Source: an optimization exercise on an open RTL-to-GDS flow (aim: small area and a short achievable clock period). Production flows keep margins and buffers that such runs may drop. Function was checked by simulation only, so behaviour that the tests miss may differ from the original.

===== flow/run.sh =====
#!/bin/bash
# synth_recipe.tcl (not shown) runs the flow's synth.tcl, then flattens the netlist and writes it again
# the make line also repeats each setting of config.mk as NAME=value (left out here)
make -C /OpenROAD-flow-scripts/flow DESIGN_CONFIG=/design/flow/config.mk WORK_HOME=/design/flow/orfs CLKGATE_MAP_FILE= SYNTH_SCRIPT=/design/flow/synth_recipe.tcl finish

===== flow/config.mk =====
export PLATFORM = sky130hd
export DESIGN_NAME = ex2_1
export DESIGN_NICKNAME = ex2_1
export VERILOG_FILES = /design/flow/design.v
export SDC_FILE = /design/flow/constraint.sdc
export NUM_CORES = 4
export LEC_CHECK = 0
export CAP_MARGIN = 20
export CORE_MARGIN = 2
export CORE_UTILIZATION = 40
export SLEW_MARGIN = 20

===== flow/constraint.sdc =====
create_clock -name core_clock -period 10.0 [get_ports {clk}]
set_input_delay 2.0000 -clock core_clock [delete_from_list [all_inputs] [get_ports {clk}]]
set_output_delay 2.0000 -clock core_clock [all_outputs]
set_load 0.01 [all_outputs]

===== flow/design.v =====
module ex2_1 (
	      input 		 clk, rst, validi,
	      input [31:0] 	 data_in,
	      output logic 	 valido, 
	      output logic [31:0] data_out
	      );
   enum 			 {S0, S1, S2} state, next;
   logic [31:0]  		 a1, a2, a3;
   logic [31:0]			 counter;
   always_ff @(posedge clk or posedge rst) begin
      if (rst) begin
	 data_out <= 32'b0;
	 valido <= 1'b0;
	 state = S0;
	 counter = 0;
	 a1 = 0;
	 a2 = 0;
	 a3 = 0;
      end
      else begin
	 case (state)
	   S0: begin
	      if (validi) 
		  	begin
		  		a1 = data_in;
		  		a2 += data_in;
		  		a3 *= data_in;
		  		data_out <= a2;
		 		if(counter > 2 && (counter % 3 == 0)) 
					begin
	 	 				valido <= 1'b1;
		 			end
		 		next = S1;
		 		counter += 1;
		  	end
		  else 
		  	begin
		 		next = S0;
		 		counter = 0;
				valido <= 1'b0;
	      	end
	   end
	   S1: begin
	      if (validi) 
		  	begin
		 		a1 *= data_in;
		 		a2 = data_in;
		 		a3 += data_in;
		 		data_out <= a3;
		 		if(counter > 2 && (counter % 3 == 1)) 
					begin
	 	 				valido <= 1'b1;
		 			end
		 		next = S2;
		 		counter += 1;
			end	      
		  else 
		  	begin
				next = S0;
				counter = 0;
				valido <= 1'b0;
		  	end
	   end
	   S2: begin
	      if (validi) 
		  	begin
		 		a1 += data_in;
		 		a2 *= data_in;
		 		a3 = data_in;
		 		data_out <= a1;
		 		if(counter % 3 == 2) 
					begin
		 				valido <= 1'b1;
		  			end
	      		next = S0;
		  		counter += 1;
			end
		  else 
		  	begin
				next = S0;
		 		counter = 0;
				valido <= 1'b0;
			end
	   end
	 endcase
	 state = next;
      end
   end
endmodule

==> results.yml <==
synthesis:
  syn_avg_cell_area_um2: 8.51
  yosysWarnings: 1
  synth_edf_count: 32
  synth_seq_cells: 225
  async_flop_share_pct: 85.8
  synth_area_mm2: 0.0623
  ys.flop_type: "dfrtp_1"
  yosys.cell_types.count: 99
  syn_nets: 9057
  synth_cells: 7328
  ys_seq_area_share_pct: 9.29
timing:
  slew_violations: 0
  slew_headroom_pct: 28.8
  rsz0062_at_grt: "true"
  finalHoldViolations: 0
  min_period_ps: 9690
  fin_crit_sh_pct: 96.9
  clock_skew_ps: 19.9
  max_freq_mhz: 103
  tightest_slew_ps: 1070
  setup_viol: 0
flow_run:
  timing.max_cap.violations: 0
final_layout:
  nets: 9090
  area_growth_pct: 9.65
  stdcell_area_mm2: 0.0684
  layout_commonest_cell: "inv_1"
  mostFrequentLayoutCells: "1555 x inv_1, 1330 x nand2_1, 1225 x fa_1"
  drive_above_1_share_pct: 7.46
grt:
  grt_overflow: 0
  first_global_vias: 53100
  grt_max_degree: 107
  grtUsageTotal_pct: 26.7
  antenna_found_initial: 19
  grt_pass1_wl_um: 323000
route:
  viasPerCell: 5.34
  vias: 50400
  wl_per_cell_um: 22.1
  drtAntennaViolNets: 0
  routed_wl_um: 209000
  dr.first_iter.drc_count: 4211
  first_pass_iters: 6
  drc: 0
worst_setup_path:
  reg2reg_depth: 32
  rrSetupSlack_ps: 720
  worstPathArrival_ps: 10180
  cp-start-kind: "primary input"
  worst-path-max-fanout: 5
  path_class: "primary input to flop"
  crit_path_end_kind: "flop"
  slowest_delay_ps: 560
  required_ps: 10490
  crit_slowest_cell: "fa_2"
  cpMostUsedCell: "a21boi_2"
clock_tree:
  root_buffer: "clkbuf_16"
  clockBufferDepth: 3
  cts_tree: "built"
  h-tree-depth: 1
  clk_pin_slew_ps: 70
  holdBufCountCts: 0
  cts_sinks: 225
  clk_latency_ps: 620
  numCtsBuffers: 30
die:
  die_area_mm2: 0.159
  fp.dieH_um: 399
  placementRows: 144
  start_util_pct: 40.4
  ios: 68
  coreArea_mm2: 0.154
  die_w_um: 399
outcome:
  outcome: "timing/DRC/antenna clean"
placed_design:
  place_hpwl_um: 165000
  port_buffers: 67
  dpl_cell_area_mm2: 0.0667
  gp_congestion: 0.973
hold_path:
  min_path_cells: 1
  hold_path.class: "flop to flop"
worst paths after layout:
check | from | to
min reg2reg | next[10] | state[10]
max | data_in[4] | a2[31]
min | next[10] | state[10]
min in group asynchronous | rst | state[5]
max in group asynchronous | rst | a1[14]
max reg2reg | counter[29] | valido
cell type report:
class / count / area (um2)
tap: 2044 / 2560
fill: 15200 / 86000
inverter: 1557 / 5850
timing repair buffer: 434 / 3710
antenna: 7 / 17.5
clock inverter: 18 / 284
clock buffer: 38 / 841
sequential: 225 / 5790
multi-input combinational: 5113 / 49300
flip-flops by register name, summed over array words and instances (netlist names):
register and count:
counter 32, data_out 32, next 32, state 32
a2 32, a1 32, a3 32, valido 1
per-layer routing:
layer	routed length (um)	global-route usage, %	share of wire, %	up-vias
li1	-	-	-	22200
met1	84700	35.4	41	25600
met2	95800	42.9	46	2147
met3	20000	6.27	9.6	446
met4	8240	9.19	3.9	18
met5	118	0	0.056	-
cell usage after synthesis, types with 53 or more instances:
master	instances	area, um2
a21oi_1	205	1030
a31oi_1	86	538
and2_1	425	2660
clkbuf_1	390	1460
dfrtp_1	193	4830
fa_1	1227	24600
ha_1	467	5840
inv_1	1557	5840
nand2_1	1332	5000
nor2_1	259	972
o21ai_0	161	806
xnor2_1	288	2520
xor2_1	53	464
critical path: cells and delay by family:
kind | cells | cell delay, ps
and+or+nand+nor | 1 | 350
AOI/OAI and AO/OA | 22 | 3430
buffers and inverters | 6 | 490
adders and majority gates | 10 | 3900
cell families (layout without fill, tap and decap cells):
logic type | count (synthesis) | in the layout | synth area share (%)
DFF | 225 | 225 | 9.29
buffers and inverters | 1990 | 2047 | 12.1
and+or+nand+nor | 2274 | 2274 | 16.5
AOI/OAI and AO/OA | 781 | 781 | 8.19
other | 0 | 7 | 0
xor gates and xnor gates | 341 | 341 | 4.79
muxes | 23 | 23 | 0.395
adders and majority gates | 1694 | 1694 | 48.8
repair_timing:
item,4_1_cts,5_1_grt
resized for setup,22,96
buffers inserted,2,15
setup endpoints to repair,9,20
pin swaps,7,60
metrics by stage:
| step | setup WS, ps | setup TNS, ps | cells | util (%) | hold slack (ps) |
|---|---|---|---|---|---|
| finish | 312 | 0 | 9436 | 44.3 | 469 |
| global route | -71.0 | -166 | 9431 | 44.3 | 501 |
| CTS | 12.6 | 0 | 9414 | 44.0 | 476 |
| detailed placement | -919 | -11220 | 9356 | 43.2 | 465 |
| global placement | -864 | -9250 | 9356 | 43.2 | 462 |
| floorplan | 4.88 | 0 | 7328 | - | 442 |

==> re-timing with driven ports <==
No port has a modelled driver above. Below, the same layout with a new extraction and two added sets of constraints.
Step 1 (the two cells are an assumption about what drives the block):
set clk [get_ports {clk}]
set_driving_cell -lib_cell sky130_fd_sc_hd__clkbuf_16 $clk
set_driving_cell -lib_cell sky130_fd_sc_hd__buf_2 [delete_from_list [all_inputs] $clk]
Step 2, shift: input delay + t, output delay - t, t = (earliest + latest rising clock arrival at the registers) / 2. This alone moves slack from input paths to output paths.
Slacks: ideal ports / drivers / drivers and shift; pairs: ideal ports / drivers.
t, ns: 0.679
slack for setup (ns): 0.312 / 0.184 / -0.495
clock arrival spread, ns: 0.020 / 0.020
worst slew at a driven data input, ns: 0.23
Met with ideal ports but missed after step 2: setup timing in this run. The setup slack of this run moves by -0.128 ns with the drivers and by -0.807 ns with both steps.
